This design comes from an exercise in tuning for small area on the open sky130 flow, not from production work. Only simulation tests tie the RTL to the original design; equivalence was not proved. Power and IR drop assume default switching activity.

// tt_um_ieeeuoftasic_simproc
module tt_um_ieeeuoftasic_simproc (
    input  wire [7:0] ui_in,     
    output wire [7:0] uo_out,    
    input  wire [7:0] uio_in,    
    output wire [7:0] uio_out,   
    output wire [7:0] uio_oe,    
    input  wire       ena,       
    input  wire       clk,       
    input  wire       rst_n      
);
export LEC_CHECK = 0
export CAP_MARGIN = 20
export CORE_MARGIN = 2
export CORE_UTILIZATION = 65
export CTS_BUF_LIST = sky130_fd_sc_hd__clkbuf_8
export CTS_CLUSTER_DIAMETER = 50
export CTS_CLUSTER_SIZE = 16
export SLEW_MARGIN = 20
export SYNTH_HIERARCHICAL = 1
create_clock -name core_clock -period 20.0 [get_ports {clk}]
standard.sh (not shown) runs the stock make flow with config.mk's settings and CLKGATE_MAP_FILE= SYNTH_SCRIPT=/design/flow/synth_recipe.tcl, a recipe that flattens the netlist after the stock synthesis.
==> flow/flow/run.sh <==
#!/bin/bash
set -euo pipefail
work=$(pwd)
here=$(cd "$(dirname "${BASH_SOURCE[0]}")" && pwd)

# The standard flow's synthesis script with the ABC mapping script swapped
{
  echo 'proc abc {args} {'
  echo '  set i [lsearch -exact $args -script]'
  echo '  if {$i >= 0} { lset args [expr {$i + 1}] $::env(AREA_ABC_SCRIPT) }'
  echo '  yosys abc {*}$args'
  echo '}'
  cat "$work/synth_recipe.tcl"
} > "$work/synth_area.tcl"

cts="-sink_clustering_enable -repair_clock_nets -sink_clustering_size 20"
cts="$cts -sink_clustering_max_diameter 35 -buf_list sky130_fd_sc_hd__clkbuf_8"
cts="$cts -dont_use_dummy_load"

bash "$work/standard.sh" \
  "SYNTH_SCRIPT=$work/synth_area.tcl" \
  "AREA_ABC_SCRIPT=$here/abc_area.script" \
  "CTS_ARGS=$cts" \
  "BUFFER_PORTS_ARGS=-buffer_cell sky130_fd_sc_hd__buf_1" \
  finish > "$work/standard.log" 2>&1
==> flow/flow/abc_area.script <==
strash
&get -n
&fraig -x
&put
scorr
dc2
strash
&get -n
&dch -f
&nf -R 1000 -p
&put
The first run went through all stages and came out clean.
==> next run, changes <==
--- a/flow/flow/run.sh
+++ b/flow/flow/run.sh
@@ -15,4 +15,4 @@
 
-cts="-sink_clustering_enable -repair_clock_nets -sink_clustering_size 20"
-cts="$cts -sink_clustering_max_diameter 35 -buf_list sky130_fd_sc_hd__clkbuf_8"
+cts="-sink_clustering_enable -repair_clock_nets -sink_clustering_size 18"
+cts="$cts -sink_clustering_max_diameter 70 -buf_list sky130_fd_sc_hd__clkbuf_8"
 cts="$cts -dont_use_dummy_load"
Settings changed: CORE_UTILIZATION 65 to 75.
Result: First-iteration DRC count climbs by 18%. Design area drops by 2.8%. Synthesized area does not change. Register-to-register slack is better by 20 ps. Core utilization climbs by 8.7 points. Setup slack is better by 19 ps. Count of clock-buffer cells in the layout drops by 49. Via count climbs by 0.68%. Sequential cell count does not change. Combinational power drops by about 2%. Routed wire length drops by 3.7%.

---

Starting RTL as in the previous note.
==> flow/design.v (excerpt) <==
module tt_um_ieeeuoftasic_simproc (
    input  wire [7:0] ui_in,     
    output wire [7:0] uo_out,    
    input  wire [7:0] uio_in,    
    output wire [7:0] uio_out,   
    output wire [7:0] uio_oe,    
    input  wire       ena,       
    input  wire       clk,       
    input  wire       rst_n      
);
clock: 20.0 ns
lec_check: 0
cap_margin: 20
core_margin: 2
core_utilization: 65
cts_buf_list: sky130_fd_sc_hd__clkbuf_8
cts_cluster_diameter: 50
cts_cluster_size: 16
slew_margin: 20
synth_hierarchical: 1
==> flow/flow/run.sh <==
#!/bin/bash
set -euo pipefail
work=$(pwd)
here=$(cd "$(dirname "${BASH_SOURCE[0]}")" && pwd)

# The standard flow's synthesis script with the ABC mapping script swapped
{
  echo 'proc abc {args} {'
  echo '  set i [lsearch -exact $args -script]'
  echo '  if {$i >= 0} { lset args [expr {$i + 1}] $::env(AREA_ABC_SCRIPT) }'
  echo '  yosys abc {*}$args'
  echo '}'
  cat "$work/synth_recipe.tcl"
} > "$work/synth_area.tcl"

cts="-sink_clustering_enable -repair_clock_nets -sink_clustering_size 16"
cts="$cts -sink_clustering_max_diameter 50 -buf_list sky130_fd_sc_hd__clkbuf_8"
cts="$cts -dont_use_dummy_load"

bash "$work/standard.sh" \
  "SYNTH_SCRIPT=$work/synth_area.tcl" \
  "AREA_ABC_SCRIPT=$here/abc_area.script" \
  "CTS_ARGS=$cts" \
  "BUFFER_PORTS_ARGS=-buffer_cell sky130_fd_sc_hd__buf_1" \
  "RECOVER_POWER=100" \
  finish > "$work/standard.log" 2>&1
Scripts as last shown in full above: flow/flow/abc_area.script
The starting point ran to the end with violations: capacitance limit, slew limit.
Edit:
--- a/flow/flow/run.sh
+++ b/flow/flow/run.sh
@@ -15,4 +15,4 @@
 
-cts="-sink_clustering_enable -repair_clock_nets -sink_clustering_size 16"
-cts="$cts -sink_clustering_max_diameter 50 -buf_list sky130_fd_sc_hd__clkbuf_8"
+cts="-sink_clustering_enable -repair_clock_nets -sink_clustering_size 18"
+cts="$cts -sink_clustering_max_diameter 70 -buf_list \"sky130_fd_sc_hd__clkbuf_4 sky130_fd_sc_hd__clkbuf_8\""
 cts="$cts -dont_use_dummy_load"
@@ -24,3 +24,2 @@
   "BUFFER_PORTS_ARGS=-buffer_cell sky130_fd_sc_hd__buf_1" \
-  "RECOVER_POWER=100" \
   finish > "$work/standard.log" 2>&1
With this change the flow ended with an error in clock tree synthesis with STA-0564.
Area after synthesis is unchanged.
Synthesized cell count stays the same.
Edit:
--- a/flow/flow/run.sh
+++ b/flow/flow/run.sh
@@ -15,4 +15,4 @@
 
-cts="-sink_clustering_enable -repair_clock_nets -sink_clustering_size 18"
-cts="$cts -sink_clustering_max_diameter 70 -buf_list \"sky130_fd_sc_hd__clkbuf_4 sky130_fd_sc_hd__clkbuf_8\""
+cts="-sink_clustering_enable -repair_clock_nets -sink_clustering_size 16"
+cts="$cts -sink_clustering_max_diameter 50 -buf_list sky130_fd_sc_hd__clkbuf_8"
 cts="$cts -dont_use_dummy_load"
After rerunning:
- With this change the flow finished with timing, DRC and antenna clean
- synthesized cell count does not change
- area after synthesis stays the same
Edit:
--- a/flow/flow/run.sh
+++ b/flow/flow/run.sh
@@ -15,4 +15,4 @@
 
-cts="-sink_clustering_enable -repair_clock_nets -sink_clustering_size 16"
-cts="$cts -sink_clustering_max_diameter 50 -buf_list sky130_fd_sc_hd__clkbuf_8"
+cts="-sink_clustering_enable -repair_clock_nets -sink_clustering_size 18"
+cts="$cts -sink_clustering_max_diameter 70 -buf_list {sky130_fd_sc_hd__clkbuf_4 sky130_fd_sc_hd__clkbuf_8}"
 cts="$cts -dont_use_dummy_load"
The changed run finished clean.
Wire length drops slightly.
Via count drops slightly.
Clock power went down by a little under a tenth.
Worst setup slack gains 140 ps.
Area after synthesis stays the same.
Register-to-register slack improves by 140 ps.
Global-route usage decreases by 0.21 points.
Clock-buffer cell count went down by 9.
Edit:
--- a/flow/flow/run.sh
+++ b/flow/flow/run.sh
@@ -15,4 +15,4 @@
 
-cts="-sink_clustering_enable -repair_clock_nets -sink_clustering_size 18"
-cts="$cts -sink_clustering_max_diameter 70 -buf_list {sky130_fd_sc_hd__clkbuf_4 sky130_fd_sc_hd__clkbuf_8}"
+cts="-sink_clustering_enable -repair_clock_nets -sink_clustering_size 16"
+cts="$cts -sink_clustering_max_diameter 80 -buf_list sky130_fd_sc_hd__clkbuf_8"
 cts="$cts -dont_use_dummy_load"
Wire length hardly moves.
Die area stays the same.
Clock skew is lower by 32 ps.
Non-clock buffer count stays the same.
Worst hold slack is about the same.
Via count is higher slightly.
Combinational power stays flat.
Global-route usage is about the same.
Power is higher slightly.
Edit:
--- a/flow/flow/run.sh
+++ b/flow/flow/run.sh
@@ -15,4 +15,4 @@
 
-cts="-sink_clustering_enable -repair_clock_nets -sink_clustering_size 16"
-cts="$cts -sink_clustering_max_diameter 80 -buf_list sky130_fd_sc_hd__clkbuf_8"
+cts="-sink_clustering_enable -repair_clock_nets -sink_clustering_size 18"
+cts="$cts -sink_clustering_max_diameter 70 -buf_list sky130_fd_sc_hd__clkbuf_8"
 cts="$cts -dont_use_dummy_load"
The changed run finished clean.
Cell count stays flat.
Global-route usage barely changes.
Register-to-register slack improves by 150 ps.
Power went down by 0.60%.
Via count went down by 0.57%.

---

Setup of rev 12:
Another version of the RTL of tt_um_ieeeuoftasic_simproc (not shown whole).
Size: about 1,600 cells after synthesis, about 620 flip-flops, ~25,000 µm² of cells after synthesis.
export LEC_CHECK = 0
export CAP_MARGIN = 20
export CORE_MARGIN = 2
export CORE_UTILIZATION = 65
export CTS_BUF_LIST = sky130_fd_sc_hd__clkbuf_8
export CTS_CLUSTER_DIAMETER = 50
export CTS_CLUSTER_SIZE = 16
export SLEW_MARGIN = 20
export SYNTH_HIERARCHICAL = 1
create_clock -name core_clock -period 20.0 [get_ports {clk}]
==> flow/flow/run.sh <==
#!/bin/bash
set -euo pipefail
work=$(pwd)
here=$(cd "$(dirname "${BASH_SOURCE[0]}")" && pwd)

# The standard flow's synthesis script with the ABC mapping script swapped
{
  echo 'proc abc {args} {'
  echo '  set i [lsearch -exact $args -script]'
  echo '  if {$i >= 0} { lset args [expr {$i + 1}] $::env(AREA_ABC_SCRIPT) }'
  echo '  yosys abc {*}$args'
  echo '}'
  cat "$work/synth_recipe.tcl"
} > "$work/synth_area.tcl"

cts="-sink_clustering_enable -repair_clock_nets -sink_clustering_size 18"
cts="$cts -sink_clustering_max_diameter 70 -buf_list sky130_fd_sc_hd__clkbuf_8"
cts="$cts -dont_use_dummy_load"

bash "$work/standard.sh" \
  "SYNTH_SCRIPT=$work/synth_area.tcl" \
  "AREA_ABC_SCRIPT=$here/abc_area.script" \
  "CTS_ARGS=$cts" \
  "BUFFER_PORTS_ARGS=-buffer_cell sky130_fd_sc_hd__buf_1" \
  finish > "$work/standard.log" 2>&1
Scripts as last shown in full above: flow/flow/abc_area.script
Rev 12: all stages complete, timing, DRC and antenna checks passed
#### Input delta (rev 13 over rev 12)
Settings: putting PLACE_DENSITY at 0.85 where nothing was set.
Findings:
- First-pass GRT wire length (higher): rev 12
- nand3b_1 as the critical-path cell with the highest stage delay was reported by rev 12, and nor4_1 by rev 13.
- Measured against each other, rev 12 and rev 13 differ in global-route usage, the higher figure coming from rev 12.
- Routed wire length sits lower in rev 13 than in rev 12.

[what the ideal ports hide]
No port has a modelled driver above. Below, the same layouts with a new extraction and two added sets of constraints.
Step 1 sets driving cells, clkbuf_16 on the clock port and buf_2 on the other inputs (assumed; they add their load-dependent delay and slew).
Step 2 times the ports against the registers' clock, not the clock port: input delays grow and output delays shrink by t, the midpoint of the rising clock arrivals with the driver on.
Three values: no drivers, after step 1, after step 2; two values: the first two.
run	t (ns)	slack for setup (ns)	hold WS [ns]	worst register clock-pin slew, ns	worst data-port slew with drivers (ns)
the first run of note 1	0.685	12.751 / 12.751 / 12.751	0.315 / 0.315 / 0.315	0.09 / 0.09	0.03
the second run of note 1	0.631	12.770 / 12.770 / 12.770	0.340 / 0.340 / 0.340	0.12 / 0.12	0.03
the first run of note 2	0.708	12.763 / 12.763 / 12.763	0.330 / 0.330 / 0.330	0.10 / 0.10	0.03
the third run of note 2	0.708	12.751 / 12.751 / 12.751	0.330 / 0.330 / 0.330	0.10 / 0.10	0.03
the fourth run of note 2	0.675	12.893 / 12.893 / 12.893	0.335 / 0.335 / 0.335	0.11 / 0.11	0.04
the fifth run of note 2	0.688	12.745 / 12.745 / 12.745	0.334 / 0.334 / 0.334	0.11 / 0.11	0.04
the sixth run of note 2	0.675	12.893 / 12.893 / 12.893	0.335 / 0.335 / 0.335	0.11 / 0.11	0.04
rev 12	0.676	12.947 / 12.947 / 12.947	0.371 / 0.371 / 0.371	0.11 / 0.11	0.03
rev 13	0.674	12.718 / 12.718 / 12.718	0.337 / 0.337 / 0.337	0.12 / 0.12	0.03
